This is an optimization exercise on Yosys and OpenROAD, whose aim is small area and a short achievable clock period, not a production implementation.
At most, simulation tests tie the RTL to the original design; equivalence was not proved.
Power and IR drop assume default switching activity.

// alu16bit
module alu16bit (
  input clk,
  input reset,
  input [2:0] operation,
  input [15:0] operand_A,
  input [15:0] operand_B,
  output reg [31:0] result,
  output reg carry_flag,
  output reg zero_flag
);
For scale: about 34 flip-flops, about 71 I/O pins, about 7700 um2 of cells after synthesis.
clock: 7.2 ns
lec_check: 0
abc_area: 0
cap_margin: 20
core_margin: 2
core_utilization: 40
gpl_timing_driven: 0
slew_margin: 20
synth_hierarchical: 1
standard.sh (not shown) runs the stock make flow with config.mk's settings and CLKGATE_MAP_FILE= SYNTH_SCRIPT=/design/flow/synth_recipe.tcl, a recipe that flattens the netlist after the stock synthesis.
==> flow/flow/run.sh <==
#!/bin/bash
# The standard layout, with the port buffers made of plain buffers (sky130
# buf_1, which the resizer may upsize) instead of the delay-cell buffers that
# buffer_ports picks by default.
set -euo pipefail
export BUFFER_PORTS_ARGS="-buffer_cell sky130_fd_sc_hd__buf_1"
bash standard.sh > standard.log 2>&1
The baseline ran to the end with no violations.
Rerun with:
SETUP_SLACK_MARGIN = 0.5   (was not set)
Synthesized area is unchanged.
Sequential share of layout area fell by 0.34 points.
Via count hardly moves.
No functional check of the RTL was part of any run of this note.

## north
alu16bit, a different RTL version from the one above (not shown whole).
For scale: about 730 cells after synthesis, ~71 I/O pins, ~0.0077 mm2 of cells after synthesis.
## alu16bit
module alu16bit (
  input clk,
  input reset,
  input [2:0] operation,
  input [15:0] operand_A,
  input [15:0] operand_B,
  output reg [31:0] result,
  output reg carry_flag,
  output reg zero_flag
);
  wire [15:0] a = operand_A;
  wire [15:0] b = operand_B;
  wire is_add = ~reset & (operation == 3'd0);
  wire is_sub = ~reset & (operation == 3'd1);
  wire is_mul = ~reset & (operation == 3'd2);
  wire [15:0] m = is_mul ? b : {15'd0, is_add | is_sub};
  reg [15:0] cv;
  always @(*) begin
    if (reset) cv = 16'd0;
    else
    case (operation)
      3'd0: cv = b;
      3'd1: cv = ~b;
      3'd3: cv = a & b;
      3'd4: cv = a | b;
      3'd5: cv = ~(a & b);
      3'd6: cv = ~(a | b);
      3'd7: cv = a ^ b;
      default: cv = 16'd0;
    endcase
  end
  wire cin = is_sub;
  wire [15:0] cvn;
  wire t00 = ~(is_sub | (~reset & (operation == 3'd5 || operation == 3'd6)));
  wire t01 = ~(is_add | (~reset & (operation == 3'd4 || operation == 3'd5 || operation == 3'd7)));
  wire t10 = ~(is_sub | (~reset & (operation == 3'd4 || operation == 3'd5 || operation == 3'd7)));
  wire t11 = ~(is_add | (~reset & (operation == 3'd3 || operation == 3'd4)));
  genvar cb;
  generate for (cb = 0; cb < 16; cb = cb + 1) begin : g_cv
    cvbit ucv (a[cb], b[cb], t00, t01, t10, t11, cvn[cb]);
  end endgenerate
  wire is_sub_n = ~is_sub;
  wire [15:0] an = ~a;
  wire [15:0] mn = ~m;
  wire p1;
  nor2 up1 (an[0], mn[0], p1);
  wire p2;
  nor2 up2 (an[1], mn[0], p2);
  wire p3;
  nor2 up3 (an[2], mn[0], p3);
  wire p4;
  nor2 up4 (an[3], mn[0], p4);
  wire p5;
  nor2 up5 (an[4], mn[0], p5);
  wire p6;
  nor2 up6 (an[5], mn[0], p6);
  wire p7;
  nor2 up7 (an[6], mn[0], p7);
  wire p8;
  ...
==> flow/config.mk <==
export PLATFORM = sky130hd
export DESIGN_NAME = alu16bit
export DESIGN_NICKNAME = alu16bit
export VERILOG_FILES = /design/flow/design.v
export SDC_FILE = /design/flow/constraint.sdc
export NUM_CORES = 4
export LEC_CHECK = 0
export ABC_AREA = 0
export CAP_MARGIN = 20
export CORE_MARGIN = 2
export CORE_UTILIZATION = 40
export GPL_TIMING_DRIVEN = 1
export SLEW_MARGIN = 20
export SYNTH_HIERARCHICAL = 1
==> flow/constraint.sdc <==
create_clock -name core_clock -period 7.2 [get_ports {clk}]
set_input_delay 1.4400 -clock core_clock [delete_from_list [all_inputs] [get_ports {clk}]]
set_output_delay 1.4400 -clock core_clock [all_outputs]
set_load 0.01 [all_outputs]
Scripts as last shown in full above: flow/flow/run.sh
diff inputs: north => south
Settings: GPL_TIMING_DRIVEN now 0, was 1.
==> flow/flow/run.sh <==
#!/bin/bash
# The standard layout, with two changes to how it is made:
# - the port buffers are plain buffers (sky130 buf_1, which the resizer may
#   upsize) instead of the delay-cell buffers that buffer_ports picks;
# - after global routing, ORFS's power recovery downsizes gates on paths
#   with positive slack (RECOVER_POWER percent of them).
set -euo pipefail
export BUFFER_PORTS_ARGS="-buffer_cell sky130_fd_sc_hd__buf_1"
export RECOVER_POWER=100
bash standard.sh > standard.log 2>&1
Results
- Leakage component of the power, south and north, higher one = north.
- | final clock period utilization by the worst path | south vs north | ≈ equal |
- There was hardly any difference in setup slack of the critical path after layout between north and south.
- | global-route usage over all layers | south vs north | 0.35 points lower |
- north has higher area share of buffers outside the clock network than south.
- From north to south the numbers moved as follows: maximum cell stage delay along the critical path has decreased; number of cells traversed by the worst hold path has decreased; wire length has decreased; count of non-CTS buffers in the layout has decreased; mean routed wirelength per cell has increased.
Modified inputs, east compared to south
Settings: CTS_BUF_LIST newly set to sky130_fd_sc_hd__clkbuf_4 sky130_fd_sc_hd__clkbuf_8.
==> flow/flow/run.sh <==
#!/bin/bash
# The standard layout, with the port buffers made of plain buffers (sky130
# buf_1, which the resizer may upsize) instead of the delay-cell buffers that
# buffer_ports picks by default.
set -euo pipefail
export BUFFER_PORTS_ARGS="-buffer_cell sky130_fd_sc_hd__buf_1"
bash standard.sh > standard.log 2>&1
Results
Comparing east and south, the higher post-route cell area was measured on south.
east -> south: total CTS buffers delta 0, exact match
Diff south -> east | final period demand of the worst path | increase of 0.046 ns
Per the comparison of east with south, sum of routed wire length over all layers fell by about 0.9%, multi-input gate share of total cell area rose by 0.63 points.
The inputs of west differ from those of east as listed below.
Settings: CTS_BUF_LIST removed (was sky130_fd_sc_hd__clkbuf_4 sky130_fd_sc_hd__clkbuf_8).
Findings:
west: all stages complete, timing, DRC and antenna checks passed. Going from east to west, sequential share of cell area did not really move, max-slew headroom at the worst pin moved down, data arrival time of the worst path fell by 0.13 ns.

## afterwards: timing with drivers on the ports
Ports are ideal in the flow. The routed layouts listed here were re-timed in OpenROAD.
Step 1, drivers: a clkbuf_16 drives clk and a buf_2 each remaining input, both assumed.
Step 2, shift: input delay + t, output delay - t, t = (earliest + latest rising clock arrival at the registers) / 2. This alone moves slack from input paths to output paths.
Three values: ideal, step 1, step 2; two values: the first two.
run | t, ns | setup WS [ns] | latest minus earliest clock arrival (ns) | pins driven straight from the clock port
the first run of note 1 | 0.341 | 0.378 / 0.396 / 0.056 | 0.007 / 0.007 | 1
the second run of note 1 | 0.340 | 0.684 / 0.695 / 0.355 | 0.008 / 0.008 | 1
north | 0.326 | 0.318 / 0.333 / 0.008 | 0.007 / 0.007 | 1
south | 0.330 | 0.316 / 0.338 / 0.008 | 0.008 / 0.008 | 1
east | 0.343 | 0.270 / 0.289 / -0.054 | 0.013 / 0.014 | 1
west | 0.332 | 0.363 / 0.375 / 0.043 | 0.009 / 0.009 | 1
Met with ideal ports but missed after step 2: setup timing in east. For the second run of note 1, which loses most, drivers alone change the setup slack by +0.011 ns; drivers and shift together by -0.329 ns.
